Context: an optimization exercise on an open-source flow, tuned for small area. The choices shown serve that exercise and are no tape-out recipe. Function not checked in this run: the RTL went through the layout flow alone. Power figures rest on the tool's default switching activity, not on a simulated workload.

==> flow/design.v <==
module Debouncer(
    input wire clk,
    input wire btn,
    output wire btn_db
);
reg [1:0] counter;
reg btn_db_tmp;
always @(posedge clk) begin
    if (btn) begin
        if (counter == 2'h3) begin
            btn_db_tmp <= 1;
        end
        else begin
            counter <= counter + 1;
        end
    end
    else begin
        counter <= 0;
        btn_db_tmp <= 0;
    end
end
assign btn_db = btn_db_tmp;
endmodule
module ClockFactory(
    input  wire clk,
    input  wire rst,
    output wire clk_1kHz,
    output wire clk_display,
    output wire clk_blink,
    output wire clk_countdown,
    output wire tick_1kHz,
    output wire tick_display,
    output wire tick_countdown
);
    reg [26:0] counter_1kHz;
    reg clk_1kHz_tmp;
    always @(posedge clk) begin
        if (rst) begin
            counter_1kHz <= 0;
            clk_1kHz_tmp <= 0;
        end else begin
            if (counter_1kHz == 2 - 1) begin
                counter_1kHz <= 0;
                clk_1kHz_tmp <= ~clk_1kHz_tmp;
            end else begin
                counter_1kHz <= counter_1kHz + 1;
            end
        end
    end
    reg [26:0] counter_display;
    reg clk_display_tmp;
    always @(posedge clk) begin
        if (rst) begin
            counter_display <= 0;
            clk_display_tmp <= 0;
        end else begin
            if (counter_display == 4 - 1) begin
                counter_display <= 0;
                clk_display_tmp <= ~clk_display_tmp;
            end else begin
                counter_display <= counter_display + 1;
            end
        end
    end
    reg [26:0] counter_blink;
    reg clk_blink_tmp;
    always @(posedge clk) begin
        if (rst) begin
            counter_blink <= 0;
            clk_blink_tmp <= 0;
        end else begin
            if (counter_blink == 1_000 - 1) begin
                counter_blink <= 0;
                clk_blink_tmp <= ~clk_blink_tmp;
            end else begin
                counter_blink <= counter_blink + 1;
            end
        end
    end
    reg [26:0] counter_countdown;
    reg clk_countdown_tmp;
    always @(posedge clk) begin
        if (rst) begin
            counter_countdown <= 0;
            clk_countdown_tmp <= 0;
        end else begin
            if (counter_countdown == 2_000 - 1) begin
                counter_countdown <= 0;
                clk_countdown_tmp <= ~clk_countdown_tmp;
            end else begin
                counter_countdown <= counter_countdown + 1;
            end
        end
    end
    assign clk_1kHz = clk_1kHz_tmp;
    assign clk_display = clk_display_tmp;
    assign clk_blink = clk_blink_tmp;
    assign clk_countdown = clk_countdown_tmp;
    assign tick_1kHz = !rst && (counter_1kHz == 2 - 1) && !clk_1kHz_tmp;
    assign tick_display = !rst && (counter_display == 4 - 1) && !clk_display_tmp;
    assign tick_countdown = !rst && (counter_countdown == 2_000 - 1) && !clk_countdown_tmp;
endmodule
module Countdown(
    input wire clk,
    input wire tick_countdown,
    input wire rst,
    input wire start,
    output reg [1:0] anode,
    output reg countdown_done,
    output reg countdown_in_action
);
always @(posedge clk) begin
    if (rst) begin
        anode <= 2'b00;
        countdown_done <= 0;
        countdown_in_action <= 0;
    end else if (start) begin
        anode <= 2'b00;
        countdown_done <= 0;
        countdown_in_action <= 1;
    end else if (tick_countdown) begin
        if (countdown_in_action) begin
            if (anode == 2'd3) begin
                countdown_done <= 1;
                countdown_in_action <= 0;
            end else begin
                anode <= anode + 1;
                countdown_done <= 0;
            end
        end else begin
            countdown_done <= 0;
        end
    end
end
endmodule
module RandomDelay(
    input wire clk,
    input wire clk_1kHz,
    input wire rst,
    input wire start,
    output wire done
);
reg [15:0] lfsr;
reg [12:0] counter;
reg [12:0] delay_ms;
reg delay_active;
reg done_reg;
reg clk_1kHz_prev;
wire feedback = lfsr[15] ^ lfsr[14] ^ lfsr[12] ^ lfsr[3];
always @(posedge clk) begin
    if (rst) begin
        lfsr <= 16'hACE1;
        delay_active <= 0;
        done_reg <= 0;
        counter <= 0;
        delay_ms <= 0;
        clk_1kHz_prev <= 0;
    end else if (start) begin
        delay_active <= 1;
        counter <= 0;
        delay_ms <= (lfsr[11:0] % 4000) + 1000;
    end else begin
        lfsr <= {lfsr[14:0], feedback};
        clk_1kHz_prev <= clk_1kHz;
        if (done_reg)
            done_reg <= 0;
        if (clk_1kHz && !clk_1kHz_prev && delay_active) begin
            if (counter == delay_ms - 1) begin
                delay_active <= 0;
                counter <= 0;
                done_reg <= 1;
            end else begin
                counter <= counter + 1;
            end
        end
    end
end
assign done = done_reg;
endmodule
module ScoreTracker(
    input wire clk,
    input wire rst,
    input wire countdown_in_action,
    input wire delay_done,
    input wire round_in_action,
    input wire switchP1,
    input wire switchP2,
    output wire [3:0] p1Score_left,
    output wire [3:0] p1Score_right,
    output wire [3:0] p2Score_left,
    output wire [3:0] p2Score_right,
    output wire round_over,
    output wire jump_start,
    output wire [1:0] winner
);
reg [6:0] p1Score_tmp;
reg [6:0] p2Score_tmp;
reg round_over_tmp;
reg jump_start_tmp;
reg [1:0] winner_tmp;
reg legal_to_end;
reg countdown_prev;
always @(posedge clk) begin
    if (rst) begin
        p1Score_tmp <= 7'b0000000;
        p2Score_tmp <= 7'b0000000;
        round_over_tmp <= 0;
        jump_start_tmp <= 0;
        winner_tmp <= 2'b00;
        legal_to_end <= 0;
    end else begin
        if (countdown_in_action && !countdown_prev) begin
            round_over_tmp <= 0;
            jump_start_tmp <= 0;
            winner_tmp <= 2'b00;
            legal_to_end <= 0;
        end else if (delay_done) begin
            legal_to_end <= 1;
        end else if (round_in_action && !round_over_tmp) begin
            if (!legal_to_end) begin
                if (switchP1 && !switchP2) begin
                    p2Score_tmp <= p2Score_tmp + 1;
                    round_over_tmp <= 1;
                    jump_start_tmp <= 1;
                    winner_tmp <= 2'b10;  
                end else if (switchP2 && !switchP1) begin
                    p1Score_tmp <= p1Score_tmp + 1;
                    round_over_tmp <= 1;
                    jump_start_tmp <= 1;
                    winner_tmp <= 2'b01;  
                end
            end else begin
                if (switchP1 && !switchP2) begin
                    p1Score_tmp <= p1Score_tmp + 1;
                    round_over_tmp <= 1;
                    winner_tmp <= 2'b01;  
                end else if (switchP2 && !switchP1) begin
                    p2Score_tmp <= p2Score_tmp + 1;
                    round_over_tmp <= 1;
                    winner_tmp <= 2'b10;  
                end
            end
        end
        countdown_prev <= countdown_in_action;
    end
end
assign p1Score_left = p1Score_tmp / 10;
assign p1Score_right = p1Score_tmp % 10;
assign p2Score_left = p2Score_tmp / 10;
assign p2Score_right = p2Score_tmp % 10;
assign round_over = round_over_tmp;
assign jump_start = jump_start_tmp;
assign winner = winner_tmp;
endmodule
module Stopwatch(
    input wire clk,
    input wire tick_1kHz,
    input wire rst,
    input wire pause,
    output wire [3:0] sec0,
    output wire [3:0] ms2,
    output wire [3:0] ms1,
    output wire [3:0] ms0
);
reg [3:0] seconds;
reg [9:0] ms;
always @(posedge clk) begin
    if (rst) begin
        seconds <= 4'd0;
        ms <= 10'd0;
    end else if (tick_1kHz) begin
        if (!pause) begin
            if (ms == 10'd999) begin
                ms <= 10'd0;
                if (seconds == 4'd10) begin
                    seconds <= 4'd0;
                end else begin
                    seconds <= seconds + 1;
                end
            end else begin
                ms <= ms + 1;
            end
        end
    end
end
assign sec0 = seconds;
assign ms2 = ms / 100;
assign ms1 = (ms % 100) / 10;
assign ms0 = ms % 10;
endmodule
module SevenSegment(
    input wire [3:0] digit,
    output wire [6:0] seg
);
reg [6:0] seg_tmp;
always @(digit) begin
    case (digit)
        4'h0: seg_tmp = 7'b0000001;
        4'h1: seg_tmp = 7'b1001111;
        4'h2: seg_tmp = 7'b0010010;
        4'h3: seg_tmp = 7'b0000110;
        4'h4: seg_tmp = 7'b1001100;
        4'h5: seg_tmp = 7'b0100100;
        4'h6: seg_tmp = 7'b0100000;
        4'h7: seg_tmp = 7'b0001111;
        4'h8: seg_tmp = 7'b0000000;
        default: seg_tmp = 7'b0000100;  
    endcase
end
assign seg = seg_tmp;
endmodule 
module Display(
    input wire clk,
    input wire tick_display,
    input wire clk_blink,
    input wire rst,
    input wire [1:0] game_mode,  
    input wire [1:0] winner,  
    input wire [6:0] p1Score_left, 
    input wire [6:0] p1Score_right, 
    input wire [6:0] p2Score_left,
    input wire [6:0] p2Score_right,
    input wire [6:0] sec0,
    input wire [6:0] ms2,
    input wire [6:0] ms1,
    input wire [6:0] ms0,
    input wire jump_start,
    input wire [1:0] anode_countdown,
    output wire [6:0] cathode,
    output wire [3:0] anode,
    output wire dp
);
    reg [6:0] cathode_tmp;
    reg [3:0] anode_tmp;
    reg dp_tmp;
    reg [1:0] screen;
    always @(posedge clk) begin
      if (rst) begin
        screen <= 0;
        cathode_tmp <= 7'b1111111;
        anode_tmp <= 4'b1111;
        dp_tmp <= 1;
      end else if (tick_display) begin
        screen <= screen + 1;
        if (game_mode == 0) begin
            dp_tmp <= 1;
            case (screen)
                0: begin
                    anode_tmp <= 4'b1110;
                    if (anode_countdown >= 0) begin
                        cathode_tmp <= 7'b0011100;
                    end else begin
                        cathode_tmp <= 7'b1111111;
                    end
                end
                1: begin
                    anode_tmp <= 4'b1101;
                    if (anode_countdown >= 1) begin
                        cathode_tmp <= 7'b0011100;
                    end else begin
                        cathode_tmp <= 7'b1111111;
                    end
                end
                2: begin
                    anode_tmp <= 4'b1011;
                    if (anode_countdown >= 2) begin
                        cathode_tmp <= 7'b0011100;
                    end else begin
                        cathode_tmp <= 7'b1111111;
                    end
                end
                3: begin
                    anode_tmp <= 4'b0111;
                    if (anode_countdown >= 3) begin
                        cathode_tmp <= 7'b0011100;
                    end else begin
                        cathode_tmp <= 7'b1111111;
                    end
                end
                default: begin
                    anode_tmp <= 4'b1111;
                    cathode_tmp <= 7'b1111111;
                end
            endcase
        end
        if (game_mode == 1 || game_mode == 2) begin
            if (jump_start) begin
                dp_tmp <= 1;
                cathode_tmp <= 7'b1111110;  
                case(screen)
                    2'd0: begin
                        anode_tmp <= 4'b1110;
                    end
                    2'd1: begin
                        anode_tmp <= 4'b1101;
                    end
                    2'd2: begin
                        anode_tmp <= 4'b1011;
                    end
                    2'd3: begin
                        anode_tmp <= 4'b0111;
                    end
                    default: begin
                        anode_tmp <= 4'b1111;
                    end
                endcase
            end else begin
                case (screen)
                    2'd0: begin
                        cathode_tmp <= sec0;
                        anode_tmp <= 4'b1110;
                        dp_tmp <= 0;
                    end
                    2'd1: begin
                        cathode_tmp <= ms2;
                        anode_tmp <= 4'b1101;
                        dp_tmp <= 1;
                    end
                    2'd2: begin
                        cathode_tmp <= ms1;
                        anode_tmp <= 4'b1011;
                        dp_tmp <= 1;
                    end
                    2'd3: begin
                        cathode_tmp <= ms0;
                        anode_tmp <= 4'b0111;
                        dp_tmp <= 1;
                    end
                    default: begin
                        cathode_tmp <= 7'b1111111;
                        anode_tmp <= 4'b1111;
                        dp_tmp <= 1;
                    end
                endcase
            end
        end
        if (game_mode == 3) begin
            dp_tmp <= 1;
            case (screen)
                2'd0: begin
                    cathode_tmp <= p1Score_left;
                    anode_tmp <= 4'b1110;
                    if (winner == 1 && !clk_blink) begin
                        cathode_tmp <= 7'b1111111;
                    end
                end
                2'd1: begin
                    cathode_tmp <= p1Score_right;
                    anode_tmp <= 4'b1101;
                    if (winner == 1 && !clk_blink) begin
                        cathode_tmp <= 7'b1111111;
                    end
                end
                2'd2: begin
                    cathode_tmp <= p2Score_left;
                    anode_tmp <= 4'b1011;
                    if (winner == 2 && !clk_blink) begin
                        cathode_tmp <= 7'b1111111;
                    end
                end
                2'd3: begin
                    cathode_tmp <= p2Score_right;
                    anode_tmp <= 4'b0111;
                    if (winner == 2 && !clk_blink) begin
                        cathode_tmp <= 7'b1111111;
                    end
                end
                default: begin
                    cathode_tmp <= 7'b1111111;
                    anode_tmp <= 4'b1111;
                end
            endcase
        end
      end
    end
    assign cathode = cathode_tmp;
    assign anode = anode_tmp;
    assign dp = dp_tmp;
endmodule
module ReactionGame(
    input wire clk,
    input wire rst,
    input wire start,
    input wire switchP1,
    input wire switchP2,
    output wire [6:0] cathode,
    output wire [3:0] anode,
    output wire dp
);
wire start_db;
wire switchP1_db;
wire switchP2_db;
reg start_countdown;
reg start_reaction;
reg [1:0] game_mode;  
Debouncer start_debouncer(
    .clk(clk),
    .btn(start),
    .btn_db(start_db)
);
Debouncer switchP1_debouncer(
    .clk(clk),
    .btn(switchP1),
    .btn_db(switchP1_db)
);
Debouncer switchP2_debouncer(
    .clk(clk),
    .btn(switchP2),
    .btn_db(switchP2_db)
);
wire clk_1kHz, clk_display, clk_blink, clk_countdown;
wire tick_1kHz, tick_display, tick_countdown;
ClockFactory clock_factory(
    .clk(clk),
    .rst(rst),
    .clk_1kHz(clk_1kHz),
    .clk_display(clk_display),
    .clk_blink(clk_blink),
    .clk_countdown(clk_countdown),
    .tick_1kHz(tick_1kHz),
    .tick_display(tick_display),
    .tick_countdown(tick_countdown)
);
wire [1:0] anode_countdown;
wire countdown_done, countdown_in_action;
Countdown countdown(
    .clk(clk),
    .tick_countdown(tick_countdown),
    .rst(rst),
    .start(start_db),
    .anode(anode_countdown),
    .countdown_done(countdown_done),
    .countdown_in_action(countdown_in_action)
);
wire delay_done;
RandomDelay random_delay(
    .clk(clk),
    .clk_1kHz(clk_1kHz),
    .rst(rst),
    .start(countdown_done),
    .done(delay_done)
);
wire round_in_action;
assign round_in_action = (game_mode == 2'b00 || game_mode == 2'b01);
wire [3:0] p1Score_left, p1Score_right, p2Score_left, p2Score_right;
wire round_over, jump_start;
wire [1:0] winner;
ScoreTracker score_tracker(
    .clk(clk),
    .rst(rst),
    .countdown_in_action(countdown_in_action),
    .delay_done(delay_done),
    .round_in_action(round_in_action),
    .switchP1(switchP1_db),
    .switchP2(switchP2_db),
    .p1Score_left(p1Score_left),
    .p1Score_right(p1Score_right),
    .p2Score_left(p2Score_left),
    .p2Score_right(p2Score_right),
    .round_over(round_over),
    .jump_start(jump_start),
    .winner(winner)
);
wire stopwatch_rst;
assign stopwatch_rst = rst || delay_done;
wire stopwatch_pause;
assign stopwatch_pause = (game_mode == 2'b10);
wire [3:0] sec0, ms2, ms1, ms0;
Stopwatch stopwatch(
    .clk(clk),
    .tick_1kHz(tick_1kHz),
    .rst(stopwatch_rst),
    .pause(stopwatch_pause),
    .sec0(sec0),
    .ms2(ms2),
    .ms1(ms1),
    .ms0(ms0)
);
wire [6:0] p1Score_left_7seg, p1Score_right_7seg, p2Score_left_7seg, p2Score_right_7seg;
SevenSegment p1Score_left_encoder(
    .digit(p1Score_left),
    .seg(p1Score_left_7seg)
);
SevenSegment p1Score_right_encoder(
    .digit(p1Score_right),
    .seg(p1Score_right_7seg)
);
SevenSegment p2Score_left_encoder(
    .digit(p2Score_left),
    .seg(p2Score_left_7seg)
);
SevenSegment p2Score_right_encoder(
    .digit(p2Score_right),
    .seg(p2Score_right_7seg)
);
wire [6:0] sec0_7seg, ms2_7seg, ms1_7seg, ms0_7seg;
SevenSegment sec0_encoder(
    .digit(sec0),
    .seg(sec0_7seg)
);
SevenSegment ms2_encoder(
    .digit(ms2),
    .seg(ms2_7seg)
);
SevenSegment ms1_encoder(
    .digit(ms1),
    .seg(ms1_7seg)
);
SevenSegment ms0_encoder(
    .digit(ms0),
    .seg(ms0_7seg)
);
wire [6:0] cathode_tmp;
wire [3:0] anode_tmp;
wire dp_tmp;
Display display(
    .clk(clk),
    .tick_display(tick_display),
    .clk_blink(clk_blink),
    .rst(rst),
    .game_mode(game_mode),
    .winner(winner),
    .p1Score_left(p1Score_left_7seg),
    .p1Score_right(p1Score_right_7seg),
    .p2Score_left(p2Score_left_7seg),
    .p2Score_right(p2Score_right_7seg),
    .sec0(sec0_7seg),
    .ms2(ms2_7seg),
    .ms1(ms1_7seg),
    .ms0(ms0_7seg),
    .jump_start(jump_start),
    .anode_countdown(anode_countdown),
    .cathode(cathode_tmp),
    .anode(anode_tmp),
    .dp(dp_tmp)
);
reg [31:0] stopwatch_display_timer;
always @(posedge clk) begin
    if (rst) begin
        game_mode <= 2'b11;
    end else begin
        case(game_mode)
            2'b00: begin
                if (delay_done) begin
                    game_mode <= 2'b01;
                end else if (round_over) begin
                    game_mode <= 2'b10;
                    stopwatch_display_timer <= 0;
                end
            end
            2'b01: begin
                if (round_over) begin
                    game_mode <= 2'b10;
                    stopwatch_display_timer <= 0;
                end
            end
            2'b10: begin
                if (stopwatch_display_timer >= 8_000) begin
                    game_mode <= 2'b11;
                end else begin
                    stopwatch_display_timer <= stopwatch_display_timer + 1;
                end
            end
            2'b11: begin
                if (start_db) begin
                    game_mode <= 2'b00;
                end
            end
        endcase
    end
end
assign cathode = cathode_tmp;
assign anode = anode_tmp;
assign dp = dp_tmp;
endmodule
==> flow/run.sh <==
#!/bin/bash
# synth_recipe.tcl (not shown) runs the flow's synth.tcl, then flattens the netlist and writes it again
# the make line also repeats each setting of config.mk as NAME=value (left out here)
make -C /OpenROAD-flow-scripts/flow DESIGN_CONFIG=/design/flow/config.mk WORK_HOME=/design/flow/orfs CLKGATE_MAP_FILE= SYNTH_SCRIPT=/design/flow/synth_recipe.tcl finish
==> flow/config.mk <==
export PLATFORM = sky130hd
export DESIGN_NAME = ReactionGame
export DESIGN_NICKNAME = ReactionGame
export VERILOG_FILES = /design/flow/design.v
export SDC_FILE = /design/flow/constraint.sdc
export NUM_CORES = 4
export LEC_CHECK = 0
export CAP_MARGIN = 20
export CORE_MARGIN = 2
export CORE_UTILIZATION = 40
export SLEW_MARGIN = 20
==> flow/constraint.sdc <==
create_clock -name core_clock -period 10.0 [get_ports {clk}]
set_input_delay 2.0000 -clock core_clock [delete_from_list [all_inputs] [get_ports {clk}]]
set_output_delay 2.0000 -clock core_clock [all_outputs]
set_load 0.01 [all_outputs]
==> reports/qor.yml <==
synth_top_family_by_area: "simple AND/OR/NAND/NOR gates"
io_buffers: 16
regMostFlops: "stopwatch_display_timer"
combPwrFrac_pct: 7.2
vias_per_cell: 5.49
finalWirelength_um: 39900
die-area_sq_mm: 0.0452
synth_common_cells: "297 x nor2_1, 226 x dfxtp_1, 207 x nand2_1, 108 x xor2_1, 104 x xnor2_1"
grt_pass1_vias: 13785
hold_path.class: "reg -> reg"
rows: 76
clkTransAtPathRegs_ns: 0.06
leakage_nw: 6.90
cts_resized: 0
pwr-share-seq_pct: 46.8
max_freq_mhz: 137
path_max_fanout: 25
ys.flop_type: "dfxtp_1"
fin_worst_skew_ns: 0.0181
drive_gt1_share_pct: 6.49
fin_hold_ws_ns: 0.455
cp_slowest_cell: "dfxtp_1"
syn_inst: 2163
p_sw_share_pct: 24.9
io_pins: 17
synth_top_area_share_pct: 26.0
first_iter_violations: 956
final_area_sq_mm: 0.0190
tritoncts: "done"
endpoint_kind: "flop"
synthTopCellsByArea: "dfxtp_1 26%, ha_1 6.7%, nor2_1 6.4%, edfxtp_1 5.7%, xor2_1 5.4%"
cts_buffer_depth: 3
cpMostUsedCell: "ha_1"
hold_viol: 0
syn-num-nets: 2261
globalplace.congestion: 0.856
synthMuxAreaShare_pct: 2.46
grt_first_pass_wirelength_um: 66900
initial_core_util_pct: 40.4
finalCritPeriodShare_pct: 72.9
cts_buffers: 30
yosys.area.top_type: "dfxtp_1"
max_cap_violations: 0
num_vias: 15038
dpl-instance-area_sq_mm: 0.0180
critPathRequiredTime_ns: 10.49
power.switching_w: 0.000590
synth_most_common_cell: "nor2_1"
maxSlewViolCount: 0
post-dp-hpwl_um: 28700
die_w_um: 213
synth_seq_area_share_pct: 31.7
antennaDiodeCount: 0
drc: 0
path_cells: "nor3_2 > nor2b_1 > ha_1 > nand2b_1 > o21ai_1 > nand2_1 > a221oi_1 > a2111oi_4 > a2111o_1 > and2_1 > xnor2_1 > a211oi_1 > o21a_1 > o311a_1 > o22a_2 > nor2_1 > o211ai_1 > nand3_1 > and4_1 > ha_1 > a21o_1 > o31ai_1 > a311o_1 > a31oi_1"
maxSlewHeadroom_pct: 30.4
synthesis.area_sq_mm: 0.0174
crit_arrival_ns: 7.78
n_fill_cell: 4243
setup_tns_ns: 0
grt_overflow_total: 0
synth_compound_area_share_pct: 18.0
setup_viol: 0
internal-power_w: 0.00178
clk_latency_ns: 0.58
ys.warnings.count: 9
syn_to_final_growth_pct: 9.17
pwr-share-clk_pct: 46.0
die_h_um: 213
cts_root_buf: "clkbuf_16"
antenna_found_initial: 0
worst_pin_slew_ns: 1.04
path_class: "reg -> reg"
synthArstFlopShare_pct: 0
ir_drop_v: 0.000127
cts.sinks: 259
p_total_w: 0.00237
cts_hold_buffers: 0
synth_seq_cells: 259
routedWlPerCell_um: 14.5
yosys.area_share.simple_pct: 25.8
synthXorXnorAreaFrac_pct: 10.8
status: "finished clean"
rsz0062_at_grt: "no"
largest_reg_flops: 32
post_cts_buffers: 0
fin_crit_ns: 7.29
avgSynthCellArea_sq_um: 8.05
track_usage_pct: 17.5
synth_edf_count: 33
critPathMaxStageDelay_ns: 0.86
synthAdderAreaFrac_pct: 7.02
start_kind: "flop"
ys_types: 119
fp.coreArea_sq_mm: 0.0431
firstDrtPassIters: 5
grt_max_degree: 39
h-tree-depth: 1
p_per_area_mw_per_mm2: 124
final_nets: 2230
final_antenna_net_count: 0
-- through the flow --
step | instances | setup slack, ns | utilization (%)
after floorplan | 2163 | 1.94 | -
after global placement | 2685 | 3.00 | 41.8
after detailed placement | 2685 | 2.87 | 41.8
after CTS | 2741 | 2.83 | 44.1
after global routing | 2741 | 2.06 | 44.2
final | 2741 | 2.71 | 44.2
-- cells by family (layout without fill, tap and decap cells) --
logic type | count (synthesis) | in the layout
flops | 259 | 259
fa+ha+maj | 99 | 99
mux | 42 | 42
compound gates | 443 | 443
simple gates | 924 | 924
buf+inv | 183 | 176
xor+xnor | 213 | 213
-- critical path: cells and delay by family, from the launching register on --
| family | cells | cell delay (ns) |
|---|---|---|
| flops | 1 | 0.86 |
| xor+xnor | 1 | 0.70 |
| fa+ha+maj | 2 | 0.42 |
| simple gates | 8 | 1.66 |
| compound gates | 13 | 3.56 |
-- routing by layer --
metal	part of all wire, %	track usage [%]
met5	0	0
met4	2.5	4.92
met3	3.9	2.35
met2	45	28.2
met1	49	24.4
-- power groups by stage --
stage / Sequential (W) / Combinational (W) / Clock, W
2_1_floorplan: 0.00112 / 0.000127 / 0
3_3_place_gp: 0.00113 / 0.000167 / 0
3_5_place_dp: 0.00113 / 0.000170 / 0
4_1_cts: 0.00111 / 0.000172 / 0.00112
5_1_grt: 0.00111 / 0.000192 / 0.00116
6_report: 0.00111 / 0.000170 / 0.00109
-- final cells by class --
class | instances | area [sq um] | share of cell area (%)
clock buffers | 35 | 800 | 4.20
well taps | 585 | 732 | 3.85
clock inverters | 21 | 194 | 1.02
flip-flops and latches | 259 | 5520 | 29.0
repair buffers | 31 | 268 | 1.41
multi-input cells | 1721 | 11200 | 58.8
inverters | 89 | 334 | 1.76
-- cell usage in the layout (no fill, tap or decap), drive strengths merged, types with 7 or more instances in the layout --
| cell type | count |
|---|---|
| and4 | 8 |
| xnor2 | 104 |
| nand3 | 86 |
| dfxtp | 226 |
| nor3b | 10 |
| a21oi | 100 |
| o211ai | 25 |
| or3 | 27 |
| o31ai | 12 |
| nand2 | 208 |
| nor3 | 58 |
| clkdlybuf4s50 | 15 |
| o221ai | 10 |
| nand4 | 33 |
| o21a | 11 |
| mux2i | 38 |
| ha | 93 |
| o2111ai | 10 |
| a2111oi | 7 |
| nor2b | 33 |
| o21ai | 104 |
| buf | 16 |
| and2 | 19 |
| a31oi | 28 |
| clkinv | 11 |
| nor4 | 37 |
| edfxtp | 33 |
| or2 | 16 |
| nand2b | 19 |
| a211o | 7 |
| a31o | 7 |
| nor2 | 297 |
| xor2 | 109 |
| a211oi | 26 |
| a21o | 14 |
| a221oi | 9 |
| and3 | 47 |
| inv | 91 |
| clkbuf | 35 |
-- final timing paths --
path / from / to / slack [ns] / cells after the start
max: stopwatch.ms[6] / display.cathode_tmp[4] / 2.71 / 24
min: random_delay.lfsr[1] / random_delay.lfsr[2] / 0.45 / 2
max reg2reg: stopwatch.ms[6] / display.cathode_tmp[4] / 2.71 / 24
min reg2reg: random_delay.lfsr[1] / random_delay.lfsr[2] / 0.45 / 2

[port drivers added, routing unchanged]
The flow's constraints put no driver on any port. The routed layout listed below was extracted and timed again, unchanged, in two steps.
Step 1, drivers: a clkbuf_16 drives clk and a buf_2 each remaining input, both assumed.
Step 2 also shifts input and output timing later by t, the mid clock arrival at the registers, as if the neighbouring blocks saw the same clock.
Slacks: no drivers / after step 1 / after step 2; pairs: no drivers / after step 1.
t (ns): 0.617
slack for setup (ns): 2.713 / 2.713 / 2.713
slew at the worst register clock pin (ns): 0.06 / 0.06
pins driven straight from the clock port: 1
After both steps this run still meets setup and hold. The setup slack of this run moves by 0.000 ns with the drivers and by 0.000 ns with both steps.
